This is an optimization exercise on Yosys and OpenROAD, whose aim is a short achievable clock period and few clock cycles, not a production implementation. At most, simulation tests tie the RTL to the original design; equivalence was not proved. Power and IR drop assume default switching activity.

==> inputs of build 8 <==
Design cpu, start of the top module:
module cpu(clock,resetn,imem_addr,imem_rdata,dmem_addr,dmem_we,dmem_wdata,dmem_rdata,
           rf_we,rf_waddr,rf_wdata);
Settings: LEC_CHECK=0, CAP_MARGIN=20, CORE_MARGIN=2, CORE_UTILIZATION=40, SETUP_SLACK_MARGIN=2.7, SLEW_MARGIN=20, SYNTH_HIERARCHICAL=1; clock period 5.0 ns.
run.sh (not shown) runs the stock make flow with config.mk's settings and CLKGATE_MAP_FILE= SYNTH_SCRIPT=/design/flow/synth_recipe.tcl, a recipe that flattens the netlist after the stock synthesis.
==> trial 81 (differences from build 8) <==
--- a/flow/design.v
+++ b/flow/design.v
@@ -115,61 +115,70 @@
 wire [16:0] g1, p1, g2, p2, g3, p3, g4, p4;
 pfx17 l1(.g(g0), .p(p0), .gl({g0[15:0], 1'b0}),  .pl({p0[15:0], 1'b1}),  .go(g1), .po(p1));
 pfx17 l2(.g(g1), .p(p1), .gl({g1[14:0], 2'b0}),  .pl({p1[14:0], 2'b11}), .go(g2), .po(p2));
 pfx17 l3(.g(g2), .p(p2), .gl({g2[12:0], 4'b0}),  .pl({p2[12:0], 4'hf}),  .go(g3), .po(p3));
 pfx17 l4(.g(g3), .p(p3), .gl({g3[8:0], 8'b0}),   .pl({p3[8:0], 8'hff}),  .go(g4), .po(p4));
 xor16  u_s (.a(p), .b(g4[15:0]), .y(sum));
 xnor16 u_sn(.a(p), .b(g4[15:0]), .y(sumn));
 endmodule
-module ao16(sa,sb,c,a,b,y);
+module mux16i(s,a,b,y);
+input         s;
+input  [15:0] a, b;
+output [15:0] y;
+assign y = ~(s ? b : a);
+endmodule
+module ao16i(sa,sb,c,a,b,y);
 input         sa, sb, c;
 input  [15:0] a, b;
 output [15:0] y;
-assign y = ({16{sa}} & a) | ({16{sb}} & b) | {16{c}};
+assign y = ({16{sa}} & ~a) | ({16{sb}} & ~b) | {16{c}};
 endmodule
-module ao16n(sa,sb,c,a,b,y);
+module ao16in(sa,sb,c,a,b,y);
 input         sa, sb, c;
 input  [15:0] a, b;
 output [15:0] y;
-assign y = ~(({16{sa}} & a) | ({16{sb}} & b) | {16{c}});
+assign y = ~(({16{sa}} & ~a) | ({16{sb}} & ~b) | {16{c}});
 endmodule
-module shifter(x,s,big,fill,l,r,ln,rn);
-input  [15:0] x;
-input  [3:0]  s;
+module shifter(xl,xr,sl,sr,big,fill,l,r,ln,rn);
+input  [15:0] xl, xr;
+input  [3:0]  sl, sr;
 input         big;
 input         fill;
 output [15:0] l, r, ln, rn;
-wire [15:0] l1, l2, l3, r1, r2, r3;
-mux16 ul1(.s(s[0]), .a(x),  .b({x[14:0], 1'b0}),  .y(l1));
-mux16 ul2(.s(s[1]), .a(l1), .b({l1[13:0], 2'b0}), .y(l2));
-mux16 ul3(.s(s[2]), .a(l2), .b({l2[11:0], 4'b0}), .y(l3));
-mux16 ur1(.s(s[0]), .a(x),  .b({fill, x[15:1]}),        .y(r1));
-mux16 ur2(.s(s[1]), .a(r1), .b({{2{fill}}, r1[15:2]}),  .y(r2));
-mux16 ur3(.s(s[2]), .a(r2), .b({{4{fill}}, r2[15:4]}),  .y(r3));
-wire sa = !s[3] & !big;
-wire sb = s[3] & !big;
+wire [15:0] l1n, l2, l3n, r1n, r2, r3n;
+mux16i ul1(.s(sl[0]), .a(xl),  .b({xl[14:0], 1'b0}),   .y(l1n));
+mux16i ul2(.s(sl[1]), .a(l1n), .b({l1n[13:0], 2'b11}), .y(l2));
+mux16i ul3(.s(sl[2]), .a(l2),  .b({l2[11:0], 4'b0}),   .y(l3n));
+mux16i ur1(.s(sr[0]), .a(xr),  .b({fill, xr[15:1]}),         .y(r1n));
+mux16i ur2(.s(sr[1]), .a(r1n), .b({{2{!fill}}, r1n[15:2]}),  .y(r2));
+mux16i ur3(.s(sr[2]), .a(r2),  .b({{4{fill}}, r2[15:4]}),    .y(r3n));
+wire la = !sl[3] & !big;
+wire lb = sl[3] & !big;
+wire ra = !sr[3] & !big;
+wire rb = sr[3] & !big;
 wire bf = big & fill;
-ao16  ul4 (.sa(sa), .sb(sb), .c(1'b0), .a(l3), .b({l3[7:0], 8'b0}), .y(l));
-ao16n ul4n(.sa(sa), .sb(sb), .c(1'b0), .a(l3), .b({l3[7:0], 8'b0}), .y(ln));
-ao16  ur4 (.sa(sa), .sb(sb), .c(bf), .a(r3), .b({{8{fill}}, r3[15:8]}), .y(r));
-ao16n ur4n(.sa(sa), .sb(sb), .c(bf), .a(r3), .b({{8{fill}}, r3[15:8]}), .y(rn));
+ao16i  ul4 (.sa(la), .sb(lb), .c(1'b0), .a(l3n), .b({l3n[7:0], 8'hff}), .y(l));
+ao16in ul4n(.sa(la), .sb(lb), .c(1'b0), .a(l3n), .b({l3n[7:0], 8'hff}), .y(ln));
+ao16i  ur4 (.sa(ra), .sb(rb), .c(bf), .a(r3n), .b({{8{!fill}}, r3n[15:8]}), .y(r));
+ao16in ur4n(.sa(ra), .sb(rb), .c(bf), .a(r3n), .b({{8{!fill}}, r3n[15:8]}), .y(rn));
 endmodule
-module alu_module(cin,lsel,sra,a,b,xa,xb,sum,sumn,lg,shl,shr,shln,shrn,big,fill);
+module alu_module(cin,lsel,sra,a,b,xa,xb,xl,xr,sal,sar,sum,sumn,lg,shl,shr,shln,shrn,big,fill);
 input         cin;
 input  [1:0]  lsel;
 input         sra;
-input  [15:0] a, b, xa, xb;
+input  [15:0] a, b, xa, xb, xl, xr;
+input  [3:0]  sal, sar;
 output [15:0] sum, sumn, lg, shl, shr, shln, shrn;
 output        big, fill;
 ks_adder add(.a(a), .b(b), .cin(cin), .sum(sum), .sumn(sumn));
 assign lg   = lsel[1] ? (lsel[0] ? ~xa : (xa | xb)) : (xa & xb);
 assign big  = |xb[15:4];
-assign fill = sra & xa[15];
-shifter sh(.x(xa), .s(xb[3:0]), .big(big), .fill(fill), .l(shl), .r(shr), .ln(shln), .rn(shrn));
+assign fill = sra & xr[15];
+shifter sh(.xl(xl), .xr(xr), .sl(sal), .sr(sar), .big(big), .fill(fill), .l(shl), .r(shr), .ln(shln), .rn(shrn));
 endmodule
 `timescale 1ns/10ps
 module mem_module(clock,resetn,st,base,off,sdata,dmem_addr,dmem_we,dmem_wdata);
 input         clock;
 input         resetn;
 input         st;
 input  [15:0] base;
 input  [15:0] off;
@@ -210,28 +219,62 @@
 else
     rf_we <= wen;
 always @(posedge clock) begin
     rf_waddr <= waddr;
     rf_wdata <= wdata;
 end
 endmodule
 `timescale 1ns/10ps
+module aoi22_16(s0,s1,d0,d1,y);
+input         s0, s1;
+input  [15:0] d0, d1;
+output [15:0] y;
+assign y = ~(({16{s0}} & d0) | ({16{s1}} & d1));
+endmodule
+module aoi21_16(s,d,o,y);
+input         s;
+input  [15:0] d, o;
+output [15:0] y;
+assign y = ~(({16{s}} & d) | o);
+endmodule
+module nand2_16(a,b,y);
+input  [15:0] a, b;
+output [15:0] y;
+assign y = ~(a & b);
+endmodule
+module nand4_16(a,b,c,d,y);
+input  [15:0] a, b, c, d;
+output [15:0] y;
+assign y = ~(a & b & c & d);
+endmodule
+module inv16(a,y);
+input  [15:0] a;
+output [15:0] y;
+assign y = ~a;
+endmodule
 module fsel3(s0,s1,s2,d0,d1,d2,o,y);
 input         s0, s1, s2;
 input  [15:0] d0, d1, d2, o;
 output [15:0] y;
-assign y = ({16{s0}} & d0) | ({16{s1}} & d1) | ({16{s2}} & d2) | o;
+wire   [15:0] n1, n2;
+aoi22_16 u1(.s0(s0), .s1(s1), .d0(d0), .d1(d1), .y(n1));
+aoi21_16 u2(.s(s2), .d(d2), .o(o), .y(n2));
+nand2_16 u3(.a(n1), .b(n2), .y(y));
 endmodule
 module fsel6(s0,s1,s2,s3,s4,s5,d0,d1,d2,d3,d4,d5,o,y);
 input         s0, s1, s2, s3, s4, s5;
 input  [15:0] d0, d1, d2, d3, d4, d5, o;
 output [15:0] y;
-assign y = ({16{s0}} & d0) | ({16{s1}} & d1) | ({16{s2}} & d2)
-         | ({16{s3}} & d3) | ({16{s4}} & d4) | ({16{s5}} & d5) | o;
+wire   [15:0] n1, n2, n3, n4;
+aoi22_16 u1(.s0(s0), .s1(s1), .d0(d0), .d1(d1), .y(n1));
+aoi22_16 u2(.s0(s2), .s1(s3), .d0(d2), .d1(d3), .y(n2));
+aoi22_16 u3(.s0(s4), .s1(s5), .d0(d4), .d1(d5), .y(n3));
+inv16    u4(.a(o), .y(n4));
+nand4_16 u5(.a(n1), .b(n2), .c(n3), .d(n4), .y(y));
 endmodule
 module fwd_detect(rs1,rs2,rd,ex_wen,ex_rd,mem_wen,mem_rd,e1,e2,ed,m1,m2,md);
 input  [2:0] rs1, rs2, rd, ex_rd, mem_rd;
 input        ex_wen, mem_wen;
 output       e1, e2, ed, m1, m2, md;
 assign e1 = ex_wen && (ex_rd == rs1);
 assign e2 = ex_wen && (ex_rd == rs2);
 assign ed = ex_wen && (ex_rd == rd);
@@ -260,17 +303,19 @@
 wire [15:0] sx   = {{10{inst[5]}}, inst[5:0]};
 wire [10:0] dec_sel;
 wire        dec_wen;
 wire        dec_imm;
 decode_module decode(.op(op), .rd(rd), .sel(dec_sel), .wen(dec_wen), .imm(dec_imm));
 wire use1     = (op != 4'd0);                                   
 wire use2     = (op != 4'd0) && (op <= 4'd8) && (op != 4'd5);   
 wire dec_add  = dec_sel[0] | dec_sel[1];                        
-wire dec_xa   = |dec_sel[10:2];                                 
+wire dec_shl  = dec_sel[5];                                     
+wire dec_shr  = dec_sel[6] | dec_sel[7];                        
+wire dec_xa   = (|dec_sel[10:8]) | (|dec_sel[4:2]);              
 wire dec_xb   = |dec_sel[7:2];                                  
 wire dec_sub  = dec_sel[1];
 wire dec_bpos = dec_sel[0] & !dec_imm;                          
 reg         ex_wen, ex_ld;
 reg  [2:0]  ex_rd;
 reg         ex_usum, ex_ulg, ex_ush, ex_shr;    
 wire [15:0] ex_sum, ex_sumn, ex_lg, ex_shl, ex_shrv, ex_shln, ex_shrn;
 wire        ex_big, ex_fill;
@@ -291,31 +336,44 @@
 wire stall = ex_ld && ((e1 && use1) || (e2 && use2));
 wire ex_sl  = ex_ush & !ex_shr;
 wire ex_sr  = ex_ush & ex_shr;
 wire [15:0] ex_early = {16{ex_ulg}} & ex_lg;
 wire [15:0] o1 = e1 ? ex_early : m1 ? mem_res : rf1;
 wire [15:0] o2 = e2 ? ex_early : m2 ? mem_res : rf2;
 wire late2 = e2 & (ex_usum | ex_sl | ex_sr);
 wire [15:0] vd = md ? mem_res : rfd;
-wire [15:0] ex_a_n, ex_b_n, ex_xa_n, ex_xb_n;
+wire [15:0] ex_a_n, ex_b_n, ex_xa_n, ex_xb_n, ex_xl_n, ex_xr_n, ex_sl_n, ex_sr_n;
 fsel3 sel_a (.s0(dec_add & e1 & ex_usum), .s1(dec_add & e1 & ex_sl), .s2(dec_add & e1 & ex_sr),
              .d0(ex_sum), .d1(ex_shl), .d2(ex_shrv),
              .o({16{dec_add}} & o1), .y(ex_a_n));
 fsel3 sel_xa(.s0(dec_xa & e1 & ex_usum), .s1(dec_xa & e1 & ex_sl), .s2(dec_xa & e1 & ex_sr),
              .d0(ex_sum), .d1(ex_shl), .d2(ex_shrv),
              .o({16{dec_xa}} & o1), .y(ex_xa_n));
 fsel3 sel_xb(.s0(dec_xb & e2 & ex_usum), .s1(dec_xb & e2 & ex_sl), .s2(dec_xb & e2 & ex_sr),
              .d0(ex_sum), .d1(ex_shl), .d2(ex_shrv),
              .o({16{dec_xb}} & o2), .y(ex_xb_n));
+fsel3 sel_xl(.s0(dec_shl & e1 & ex_usum), .s1(dec_shl & e1 & ex_sl), .s2(dec_shl & e1 & ex_sr),
+             .d0(ex_sum), .d1(ex_shl), .d2(ex_shrv),
+             .o({16{dec_shl}} & o1), .y(ex_xl_n));
+fsel3 sel_xr(.s0(dec_shr & e1 & ex_usum), .s1(dec_shr & e1 & ex_sl), .s2(dec_shr & e1 & ex_sr),
+             .d0(ex_sum), .d1(ex_shl), .d2(ex_shrv),
+             .o({16{dec_shr}} & o1), .y(ex_xr_n));
+fsel3 sel_sl(.s0(dec_shl & e2 & ex_usum), .s1(dec_shl & e2 & ex_sl), .s2(dec_shl & e2 & ex_sr),
+             .d0(ex_sum), .d1(ex_shl), .d2(ex_shrv),
+             .o({16{dec_shl}} & o2), .y(ex_sl_n));
+fsel3 sel_sr(.s0(dec_shr & e2 & ex_usum), .s1(dec_shr & e2 & ex_sl), .s2(dec_shr & e2 & ex_sr),
+             .d0(ex_sum), .d1(ex_shl), .d2(ex_shrv),
+             .o({16{dec_shr}} & o2), .y(ex_sr_n));
 fsel6 sel_b (.s0(dec_bpos & e2 & ex_usum), .s1(dec_bpos & e2 & ex_sl), .s2(dec_bpos & e2 & ex_sr),
              .s3(dec_sub & e2 & ex_usum),  .s4(dec_sub & e2 & ex_sl),  .s5(dec_sub & e2 & ex_sr),
              .d0(ex_sum), .d1(ex_shl), .d2(ex_shrv), .d3(ex_sumn), .d4(ex_shln), .d5(ex_shrn),
              .o(dec_imm ? sx : dec_sub ? (late2 ? 16'd0 : ~o2) : dec_bpos ? o2 : 16'd0), .y(ex_b_n));
-reg  [15:0] ex_a, ex_b, ex_xa, ex_xb, ex_s, ex_sx;
+reg  [15:0] ex_a, ex_b, ex_xa, ex_xb, ex_xl, ex_xr, ex_s, ex_sx;
+reg  [3:0]  ex_sal, ex_sar;
 reg  [3:0]  ex_bc;
 reg  [1:0]  ex_lsel;
 reg         ex_st, ex_cin, ex_sra, ex_sfwd;
 always @(posedge clock or negedge resetn)
 if (!resetn) begin
     ex_usum <= 1'b0;
     ex_ulg  <= 1'b0;
     ex_ush  <= 1'b0;
@@ -337,31 +395,34 @@
                {rd != 3'd0 && rd != 3'd1 && rd != 3'd3, rd == 3'd1, rd == 3'd3, rd == 3'd0};
     ex_sfwd <= ed;
 end
 always @(posedge clock) begin
     ex_a    <= ex_a_n;
     ex_b    <= ex_b_n;
     ex_xa   <= ex_xa_n;
     ex_xb   <= ex_xb_n;
+    ex_xl   <= ex_xl_n;
+    ex_xr   <= ex_xr_n;
+    ex_sal  <= ex_sl_n[3:0];
+    ex_sar  <= ex_sr_n[3:0];
     ex_cin  <= dec_sub;
     ex_s    <= vd;
     ex_sx   <= sx;
     ex_lsel <= {dec_sel[3] | dec_sel[4], dec_sel[4]};
     ex_shr  <= dec_sel[6] | dec_sel[7];
     ex_sra  <= dec_sel[7];
 end
-alu_module alu(.cin(ex_cin), .lsel(ex_lsel), .sra(ex_sra), .a(ex_a), .b(ex_b),
+alu_module alu(.cin(ex_cin), .lsel(ex_lsel), .sra(ex_sra), .a(ex_a), .b(ex_b), .xl(ex_xl), .xr(ex_xr), .sal(ex_sal), .sar(ex_sar),
                .xa(ex_xa), .xb(ex_xb), .sum(ex_sum), .sumn(ex_sumn), .lg(ex_lg),
                .shl(ex_shl), .shr(ex_shrv), .shln(ex_shln), .shrn(ex_shrn),
                .big(ex_big), .fill(ex_fill));
-wire [15:0] alu_res = ({16{ex_usum}} & ex_sum)
-                    | ({16{ex_sl}}   & ex_shl)
-                    | ({16{ex_sr}}   & ex_shrv)
-                    | ex_early;
+wire [15:0] alu_res;
+fsel3 sel_m(.s0(ex_usum), .s1(ex_sl), .s2(ex_sr), .d0(ex_sum), .d1(ex_shl), .d2(ex_shrv),
+            .o(ex_early), .y(alu_res));
 mem_module mem(.clock(clock), .resetn(resetn), .st(ex_st), .base(ex_xa), .off(ex_sx),
                .sdata(ex_sfwd ? mem_res : ex_s),
                .dmem_addr(dmem_addr), .dmem_we(dmem_we), .dmem_wdata(dmem_wdata));
 fetch_module fetch(.clock(clock), .resetn(resetn), .hold(stall), .bc(ex_bc),
                    .a(ex_xa), .off(ex_sx), .imem_addr(imem_addr));
 always @(posedge clock or negedge resetn)
 if (!resetn) begin
     mem_wen <= 1'b0;
==> flow/config.mk (replaced) <==
export PLATFORM = sky130hd
export DESIGN_NAME = cpu
export DESIGN_NICKNAME = cpu
export VERILOG_FILES = /design/flow/design.v
export SDC_FILE = /design/flow/constraint.sdc
export NUM_CORES = 4
export LEC_CHECK = 0
export CAP_MARGIN = 20
export CORE_MARGIN = 2
export CORE_UTILIZATION = 40
export SETUP_SLACK_MARGIN = 2.9
export SLEW_MARGIN = 20
export SYNTH_HIERARCHICAL = 1
==> build 53 (differences from build 8) <==
--- a/flow/design.v
+++ b/flow/design.v
@@ -148,28 +148,29 @@
 wire sa = !s[3] & !big;
 wire sb = s[3] & !big;
 wire bf = big & fill;
 ao16  ul4 (.sa(sa), .sb(sb), .c(1'b0), .a(l3), .b({l3[7:0], 8'b0}), .y(l));
 ao16n ul4n(.sa(sa), .sb(sb), .c(1'b0), .a(l3), .b({l3[7:0], 8'b0}), .y(ln));
 ao16  ur4 (.sa(sa), .sb(sb), .c(bf), .a(r3), .b({{8{fill}}, r3[15:8]}), .y(r));
 ao16n ur4n(.sa(sa), .sb(sb), .c(bf), .a(r3), .b({{8{fill}}, r3[15:8]}), .y(rn));
 endmodule
-module alu_module(cin,lsel,sra,a,b,xa,xb,sum,sumn,lg,shl,shr,shln,shrn,big,fill);
+module alu_module(cin,lsel,sra,a,b,xa,xb,xs,sa,sum,sumn,lg,shl,shr,shln,shrn,big,fill);
 input         cin;
 input  [1:0]  lsel;
 input         sra;
-input  [15:0] a, b, xa, xb;
+input  [15:0] a, b, xa, xb, xs;
+input  [3:0]  sa;
 output [15:0] sum, sumn, lg, shl, shr, shln, shrn;
 output        big, fill;
 ks_adder add(.a(a), .b(b), .cin(cin), .sum(sum), .sumn(sumn));
 assign lg   = lsel[1] ? (lsel[0] ? ~xa : (xa | xb)) : (xa & xb);
 assign big  = |xb[15:4];
-assign fill = sra & xa[15];
-shifter sh(.x(xa), .s(xb[3:0]), .big(big), .fill(fill), .l(shl), .r(shr), .ln(shln), .rn(shrn));
+assign fill = sra & xs[15];
+shifter sh(.x(xs), .s(sa), .big(big), .fill(fill), .l(shl), .r(shr), .ln(shln), .rn(shrn));
 endmodule
 `timescale 1ns/10ps
 module mem_module(clock,resetn,st,base,off,sdata,dmem_addr,dmem_we,dmem_wdata);
 input         clock;
 input         resetn;
 input         st;
 input  [15:0] base;
 input  [15:0] off;
@@ -260,17 +261,18 @@
 wire [15:0] sx   = {{10{inst[5]}}, inst[5:0]};
 wire [10:0] dec_sel;
 wire        dec_wen;
 wire        dec_imm;
 decode_module decode(.op(op), .rd(rd), .sel(dec_sel), .wen(dec_wen), .imm(dec_imm));
 wire use1     = (op != 4'd0);                                   
 wire use2     = (op != 4'd0) && (op <= 4'd8) && (op != 4'd5);   
 wire dec_add  = dec_sel[0] | dec_sel[1];                        
-wire dec_xa   = |dec_sel[10:2];                                 
+wire dec_sh   = |dec_sel[7:5];                                  
+wire dec_xa   = (|dec_sel[10:8]) | (|dec_sel[4:2]);              
 wire dec_xb   = |dec_sel[7:2];                                  
 wire dec_sub  = dec_sel[1];
 wire dec_bpos = dec_sel[0] & !dec_imm;                          
 reg         ex_wen, ex_ld;
 reg  [2:0]  ex_rd;
 reg         ex_usum, ex_ulg, ex_ush, ex_shr;    
 wire [15:0] ex_sum, ex_sumn, ex_lg, ex_shl, ex_shrv, ex_shln, ex_shrn;
 wire        ex_big, ex_fill;
@@ -291,31 +293,38 @@
 wire stall = ex_ld && ((e1 && use1) || (e2 && use2));
 wire ex_sl  = ex_ush & !ex_shr;
 wire ex_sr  = ex_ush & ex_shr;
 wire [15:0] ex_early = {16{ex_ulg}} & ex_lg;
 wire [15:0] o1 = e1 ? ex_early : m1 ? mem_res : rf1;
 wire [15:0] o2 = e2 ? ex_early : m2 ? mem_res : rf2;
 wire late2 = e2 & (ex_usum | ex_sl | ex_sr);
 wire [15:0] vd = md ? mem_res : rfd;
-wire [15:0] ex_a_n, ex_b_n, ex_xa_n, ex_xb_n;
+wire [15:0] ex_a_n, ex_b_n, ex_xa_n, ex_xb_n, ex_xs_n, ex_sa_n;
 fsel3 sel_a (.s0(dec_add & e1 & ex_usum), .s1(dec_add & e1 & ex_sl), .s2(dec_add & e1 & ex_sr),
              .d0(ex_sum), .d1(ex_shl), .d2(ex_shrv),
              .o({16{dec_add}} & o1), .y(ex_a_n));
 fsel3 sel_xa(.s0(dec_xa & e1 & ex_usum), .s1(dec_xa & e1 & ex_sl), .s2(dec_xa & e1 & ex_sr),
              .d0(ex_sum), .d1(ex_shl), .d2(ex_shrv),
              .o({16{dec_xa}} & o1), .y(ex_xa_n));
 fsel3 sel_xb(.s0(dec_xb & e2 & ex_usum), .s1(dec_xb & e2 & ex_sl), .s2(dec_xb & e2 & ex_sr),
              .d0(ex_sum), .d1(ex_shl), .d2(ex_shrv),
              .o({16{dec_xb}} & o2), .y(ex_xb_n));
+fsel3 sel_xs(.s0(dec_sh & e1 & ex_usum), .s1(dec_sh & e1 & ex_sl), .s2(dec_sh & e1 & ex_sr),
+             .d0(ex_sum), .d1(ex_shl), .d2(ex_shrv),
+             .o({16{dec_sh}} & o1), .y(ex_xs_n));
+fsel3 sel_sa(.s0(dec_sh & e2 & ex_usum), .s1(dec_sh & e2 & ex_sl), .s2(dec_sh & e2 & ex_sr),
+             .d0(ex_sum), .d1(ex_shl), .d2(ex_shrv),
+             .o({16{dec_sh}} & o2), .y(ex_sa_n));
 fsel6 sel_b (.s0(dec_bpos & e2 & ex_usum), .s1(dec_bpos & e2 & ex_sl), .s2(dec_bpos & e2 & ex_sr),
              .s3(dec_sub & e2 & ex_usum),  .s4(dec_sub & e2 & ex_sl),  .s5(dec_sub & e2 & ex_sr),
              .d0(ex_sum), .d1(ex_shl), .d2(ex_shrv), .d3(ex_sumn), .d4(ex_shln), .d5(ex_shrn),
              .o(dec_imm ? sx : dec_sub ? (late2 ? 16'd0 : ~o2) : dec_bpos ? o2 : 16'd0), .y(ex_b_n));
-reg  [15:0] ex_a, ex_b, ex_xa, ex_xb, ex_s, ex_sx;
+reg  [15:0] ex_a, ex_b, ex_xa, ex_xb, ex_xs, ex_s, ex_sx;
+reg  [3:0]  ex_sa;
 reg  [3:0]  ex_bc;
 reg  [1:0]  ex_lsel;
 reg         ex_st, ex_cin, ex_sra, ex_sfwd;
 always @(posedge clock or negedge resetn)
 if (!resetn) begin
     ex_usum <= 1'b0;
     ex_ulg  <= 1'b0;
     ex_ush  <= 1'b0;
@@ -337,31 +346,32 @@
                {rd != 3'd0 && rd != 3'd1 && rd != 3'd3, rd == 3'd1, rd == 3'd3, rd == 3'd0};
     ex_sfwd <= ed;
 end
 always @(posedge clock) begin
     ex_a    <= ex_a_n;
     ex_b    <= ex_b_n;
     ex_xa   <= ex_xa_n;
     ex_xb   <= ex_xb_n;
+    ex_xs   <= ex_xs_n;
+    ex_sa   <= ex_sa_n[3:0];
     ex_cin  <= dec_sub;
     ex_s    <= vd;
     ex_sx   <= sx;
     ex_lsel <= {dec_sel[3] | dec_sel[4], dec_sel[4]};
     ex_shr  <= dec_sel[6] | dec_sel[7];
     ex_sra  <= dec_sel[7];
 end
-alu_module alu(.cin(ex_cin), .lsel(ex_lsel), .sra(ex_sra), .a(ex_a), .b(ex_b),
+alu_module alu(.cin(ex_cin), .lsel(ex_lsel), .sra(ex_sra), .a(ex_a), .b(ex_b), .xs(ex_xs), .sa(ex_sa),
                .xa(ex_xa), .xb(ex_xb), .sum(ex_sum), .sumn(ex_sumn), .lg(ex_lg),
                .shl(ex_shl), .shr(ex_shrv), .shln(ex_shln), .shrn(ex_shrn),
                .big(ex_big), .fill(ex_fill));
-wire [15:0] alu_res = ({16{ex_usum}} & ex_sum)
-                    | ({16{ex_sl}}   & ex_shl)
-                    | ({16{ex_sr}}   & ex_shrv)
-                    | ex_early;
+wire [15:0] alu_res;
+fsel3 sel_m(.s0(ex_usum), .s1(ex_sl), .s2(ex_sr), .d0(ex_sum), .d1(ex_shl), .d2(ex_shrv),
+            .o(ex_early), .y(alu_res));
 mem_module mem(.clock(clock), .resetn(resetn), .st(ex_st), .base(ex_xa), .off(ex_sx),
                .sdata(ex_sfwd ? mem_res : ex_s),
                .dmem_addr(dmem_addr), .dmem_we(dmem_we), .dmem_wdata(dmem_wdata));
 fetch_module fetch(.clock(clock), .resetn(resetn), .hold(stall), .bc(ex_bc),
                    .a(ex_xa), .off(ex_sx), .imem_addr(imem_addr));
 always @(posedge clock or negedge resetn)
 if (!resetn) begin
     mem_wen <= 1'b0;
==> comparison <==
- Clock power: trial 81 > build 53 > build 8.
- Flip-flop and latch count: trial 81 > build 53 > build 8.
- Between build 53 and trial 81, the lower clock-buffer cell count is in build 53 (gap 4).
- Total power: trial 81 > build 53 > build 8.
- Synthesized cell count: trial 81 > build 53 > build 8.
- In build 8 the core utilization is higher than in build 53, by 0.23 points.
- Via count, lowest first: build 8, build 53, trial 81.
==> figures <==
|  | trial 81 | build 53 | build 8 |
|---|---|---|---|
| Mapped Area | 27500 µm² | 25200 µm² | 24100 µm² |
| Number of nets in the layout | 3209 | 2764 | 2675 |
| Core Footprint | 68200 µm² | 61900 µm² | 60000 µm² |
| Number of instances in the placed design | 3714 | 3404 | 3213 |
| Outcome | complete, no violations | complete, no violations | complete, no violations |
| Clock insertion delay at the later pin of the skew report | 600 ps | 590 ps | 600 ps |
| Post-DP HPWL | 67600 µm | 62900 µm | 56700 µm |
| Clock sinks | 353 | 333 | 313 |
| Clock buffer count from CTS | 44 | 41 | 38 |
| Endpoint of the most critical register-to-register path | ex_b[15] | ex_b[7] | mem_alu[8] |
| Max stage delay cell, worst path | a222oi_1 | a222oi_1 | dfxtp_1 |
| WL met1 | 42600 µm | 38000 µm | 36000 µm |
| Number of sequential cells | 353 | 333 | 313 |
| DRT Pass-1 Iters | 8 | 7 | 7 |
| Fraction of layout cells with a size suffix above 1 | 0.418 | 0.293 | 0.319 |
Testbench counts of trial 81, summed over its fixed seeds: cycles 41,155.
The RTL of build 8 and build 53 was laid out without a check of its function.

## what the ideal ports hide
The flow's constraints put no driver on any port. The routed layouts listed below were extracted and timed again, unchanged, in two steps.
Step 1: set_driving_cell puts a clkbuf_16 on clock and a buf_2 on each other input, an assumption about the parent block.
Step 2, shift: input delay + t, output delay - t, t = (earliest + latest rising clock arrival at the registers) / 2. This alone moves slack from input paths to output paths.
Three values: no drivers, after step 1, after step 2; two values: the first two.
run | shift t [ns] | setup WS [ns] | latest minus earliest clock arrival (ns) | slew at the worst register clock pin (ns)
build 8 | 0.640 | 2.292 / 2.292 / 1.804 | 0.040 / 0.040 | 0.07 / 0.07
trial 81 | 0.655 | 2.522 / 2.408 / 1.753 | 0.024 / 0.024 | 0.07 / 0.07
build 53 | 0.629 | 2.361 / 2.361 / 1.897 | 0.049 / 0.049 | 0.07 / 0.07
After both steps setup and hold are still met in every run listed. For trial 81, which loses most, drivers alone change the setup slack by -0.114 ns; drivers and shift together by -0.769 ns.
